What follows belongs to an exercise in optimizing a design on an open flow for small area, a short achievable clock period and few clock cycles per item; a production flow would make more cautious choices.
The RTL was checked by simulation tests, not by an equivalence proof against the original design.
Power is estimated from default activity; no workload was simulated.

run 1:
Design magma_enc, start of the top module:
module magma_enc(
    input  clk,
    input  rst,
    input  start,
    input  [255:0] key,
    input  [63:0] block_in,
    output ready,
    output reg valid,
    output [31:0] data,
    output [31:0] data_out
);
Settings: LEC_CHECK=0, CAP_MARGIN=20, CORE_MARGIN=2, CORE_UTILIZATION=65, CTS_CLUSTER_DIAMETER=100, CTS_CLUSTER_SIZE=24, PLACE_DENSITY=0.8, SETUP_SLACK_MARGIN=3.2, SLEW_MARGIN=20; clock period 6.0 ns.
standard.sh (not shown) runs the stock make flow with config.mk's settings and CLKGATE_MAP_FILE= SYNTH_SCRIPT=/design/flow/synth_recipe.tcl, a recipe that flattens the netlist after the stock synthesis.
==> flow/flow/run.sh <==
#!/bin/bash
cp standard.sh standard_sh.txt
export BUFFER_PORTS_ARGS="-buffer_cell sky130_fd_sc_hd__buf_1"
bash standard.sh > standard.log 2>&1
Testbench counts of run 1, summed over its fixed seeds: cycles 25,344, items 768.
Modified inputs, run 2 compared to run 1
# run 1
export LEC_CHECK = 0
export CAP_MARGIN = 20
export CORE_MARGIN = 2
export CORE_UTILIZATION = 65
export CTS_CLUSTER_DIAMETER = 100
export CTS_CLUSTER_SIZE = 24
export PLACE_DENSITY = 0.8
export SETUP_SLACK_MARGIN = 3.2
export SLEW_MARGIN = 20
create_clock -name core_clock -period 6.0 [get_ports {clk}]
# run 2
export LEC_CHECK = 0
export CAP_MARGIN = 20
export CORE_MARGIN = 2
export CORE_UTILIZATION = 55
export CTS_CLUSTER_DIAMETER = 100
export CTS_CLUSTER_SIZE = 24
export PLACE_DENSITY = 0.7
export SETUP_SLACK_MARGIN = 3.35
export SLEW_MARGIN = 20
create_clock -name core_clock -period 6.0 [get_ports {clk}]
==> summary.txt <==
- Compared with run 1, run 2 is hungrier on power.
- Sequential share of layout area: run 2 < run 1
- Row relative contribution of combinational cells to total power: run 2 higher / run 1 lower
- Count of cells along the worst register-to-register path: run 2 < run 1
- From run 1 to run 2 the numbers moved as follows: post-route cell area moved up; sequential share of power decreased 1.6 points.
- Synthesis-to-layout area growth | run 2 above run 1
- On wire length, the lower figure sits with run 1, not run 2.
- In the reports for run 1 and run 2, the smaller area of placed instances belongs to run 1.
- Diff run 1 -> run 2 | number of post-CTS setup repair buffers | increase of 17
--- input diff run 2..run 3 ---
# run 2
export LEC_CHECK = 0
export CAP_MARGIN = 20
export CORE_MARGIN = 2
export CORE_UTILIZATION = 55
export CTS_CLUSTER_DIAMETER = 100
export CTS_CLUSTER_SIZE = 24
export PLACE_DENSITY = 0.7
export SETUP_SLACK_MARGIN = 3.35
export SLEW_MARGIN = 20
create_clock -name core_clock -period 6.0 [get_ports {clk}]
# run 3
export LEC_CHECK = 0
export CAP_MARGIN = 20
export CORE_MARGIN = 2
export CORE_UTILIZATION = 55
export CTS_CLUSTER_DIAMETER = 100
export CTS_CLUSTER_SIZE = 24
export PLACE_DENSITY = 0.7
export SETUP_SLACK_MARGIN = 3.5
export SLEW_MARGIN = 20
create_clock -name core_clock -period 6.0 [get_ports {clk}]
==> comparison <==
- Compared with run 2, placement density in the core of run 3 is higher.
- First-pass GRT wire length on run 3 is behind run 2.
- Run 3 was carried through to the last stage, and its layout satisfied the timing, design-rule and antenna checks.
- From run 2 to run 3 the numbers moved as follows: largest net degree at the start of global routing +about 38%, worst setup slack before clock tree synthesis moved down.
- Run 2 has a lower wire length than run 3.
- Peak clock frequency supported by timing: run 3 higher than run 2
- Final worst slack: run 3 higher than run 2


## v3
Another version of the RTL of magma_enc (not shown whole).
For scale: roughly 1600 cells after synthesis, roughly 390 I/O pins, ~17000 sq um of cells after synthesis.
// magma_enc
module magma_enc(
    input  clk,
    input  rst,
    input  start,
    input  [255:0] key,
    input  [63:0] block_in,
    output ready,
    output reg valid,
    output [31:0] data,
    output [31:0] data_out
);
clock: 6.0 ns
lec_check: 0
cap_margin: 20
core_margin: 2
core_utilization: 50
cts_cluster_diameter: 110
cts_cluster_size: 28
place_density: 0.65
setup_slack_margin: 3.2
slew_margin: 20
Scripts as last shown in full above: flow/flow/run.sh
Every stage of the flow completed for v3, and the final layout passed the timing, design-rule and antenna checks.
Testbench counts of v3, summed over its fixed seeds: cycles 25,344, items 768.
Here is what was changed in the inputs of v21 compared with v3.
Settings: CTS_CLUSTER_DIAMETER changed from 110 to 100; CORE_UTILIZATION changed from 50 to 55; PLACE_DENSITY changed from 0.65 to 0.7; CTS_CLUSTER_SIZE changed from 28 to 24; ABC_AREA newly set to 1; SETUP_SLACK_MARGIN changed from 3.2 to 3.5.
--- outcome ---
A last element of the critical path of a0[10] is what v3 shows, while data_out[20] belongs to v21. Measured against each other, v3 and v21 differ in worst slack on hold paths, the higher figure coming from v3. On synthesized cell count, the higher figure sits with v21, not v3. Between v21 and v3, it is v21 whose portion of the clock cycle consumed by the worst path in the final layout is lower, by 4.9 points. Taking v3 as the reference, in v21 fraction of power spent switching nets saw an increase, mean number of vias per cell shrank by about 3%. Relative to v3, average routed wire per standard cell has decreased by 15% in v21. v21 against v3: total number of multi-input combinational cells increased by 100% relative to the old numbers, total iterations of the first detailed-routing run decreased by 1 relative to the old numbers, combinational gate power decreased by 15% relative to the old numbers. Measured against each other, v3 and v21 differ in post-synthesis to final-layout area growth, the higher figure coming from v3.
[inputs] v19 vs v21
Settings: ABC_AREA: 1 -> unset; SETUP_SLACK_MARGIN: 3.5 -> 3.0.
==> summary.txt <==
Diff v21 -> v19: net switching power figure has decreased, number of failing setup endpoints in the final timing report has remained practically unchanged, detailed-route wire length on metal 1 has decreased.
a0[20] as the launch point of the critical path was reported by v21, and a0[13] by v19.
Setup changes, v19 to v1
Settings: changing CTS_CLUSTER_DIAMETER from 100 to 110; changing SETUP_SLACK_MARGIN from 3.0 to 3.8; setting ABC_AREA to 1 for the first time; changing CTS_CLUSTER_SIZE from 24 to 28.
==> summary.txt <==
Sequential share of layout area: v1 < v19. Relative to v19, v1 degrades wire length of the first global-routing pass. Between v19 and v1, the flow reports length of routed met2 wiring increasing by more than a quarter. Of v1 and v19, the run reporting the higher clock period minus worst slack was v19. Going from v19 to v1, the synthesized cell count was found to have gone up by 74%. v19 has a lower wire length than v1. Lower final worst slack among v1 and v19: v19.
> inputs changed (v1 -> v46)
Settings: ABC_AREA: 1 -> unset; SETUP_SLACK_MARGIN: 3.8 -> 3.2; CTS_CLUSTER_SIZE: 28 -> 24; CTS_CLUSTER_DIAMETER: 110 -> 100.
### Flow results
In the flow results for v46 and v1, the number of buffers created by CTS is smaller on v1. Compared to v1, v46 has shortest clock period the worst path allows after layout 0.49 ns higher. In terms of number of sinks driven by the clock tree, v46 and v1 differ only marginally. v46 has routed metal-1 wire length below what v1 had. Relative to v1, the cell area measured on v46 has decreased by more than 10%. v46 vs v1: internal cell power up by more than 10%. As of v46, first-pass GRT wire length had fallen by more than a quarter compared to v1. Number of synthesized flops with an enable pin: v46 vs v1 identical.

[re-timing with driven ports]
How much do the figures lean on ideal ports? The routed layouts below were timed once more, with nothing changed but the port constraints. Step 1 (the two cells are an assumption about what drives the block):
set clk [get_ports {clk}]
set_driving_cell -lib_cell sky130_fd_sc_hd__clkbuf_16 $clk
set_driving_cell -lib_cell sky130_fd_sc_hd__buf_2 [delete_from_list [all_inputs] $clk]
Step 2 also shifts input and output timing later by t, the mid clock arrival at the registers, as if the neighbouring blocks saw the same clock. Slacks: ideal / step 1 / step 2; pairs: ideal / step 1.
| run | t (ns) | setup slack, ns | worst hold slack (ns) | worst setup path at the end | cell pins on the clock port's net |
|---|---|---|---|---|---|
| run 1 | 0.579 | 3.193 / 3.193 / 3.193 | 0.458 / 0.458 / 0.458 | register to register | 1 |
| run 2 | 0.583 | 3.326 / 3.326 / 3.326 | 0.459 / 0.459 / 0.459 | register to register | 1 |
| run 3 | 0.565 | 3.385 / 3.385 / 3.385 | 0.453 / 0.453 / 0.453 | register to register | 1 |
| v3 | 0.558 | 3.245 / 3.245 / 3.245 | 0.437 / 0.437 / 0.437 | register to register | 1 |
| v21 | 0.577 | 3.538 / 3.484 / 3.615 | 0.428 / 0.428 / 0.428 | register to register | 1 |
| v19 | 0.576 | 3.085 / 3.085 / 3.085 | 0.458 / 0.458 / 0.458 | register to register | 1 |
| v1 | 0.591 | 3.645 / 3.589 / 3.753 | 0.421 / 0.421 / 0.421 | register to register | 1 |
| v46 | 0.577 | 3.159 / 3.106 / 3.185 | 0.442 / 0.442 / 0.442 | register to register | 1 |
After both steps every run listed still meets setup and hold.
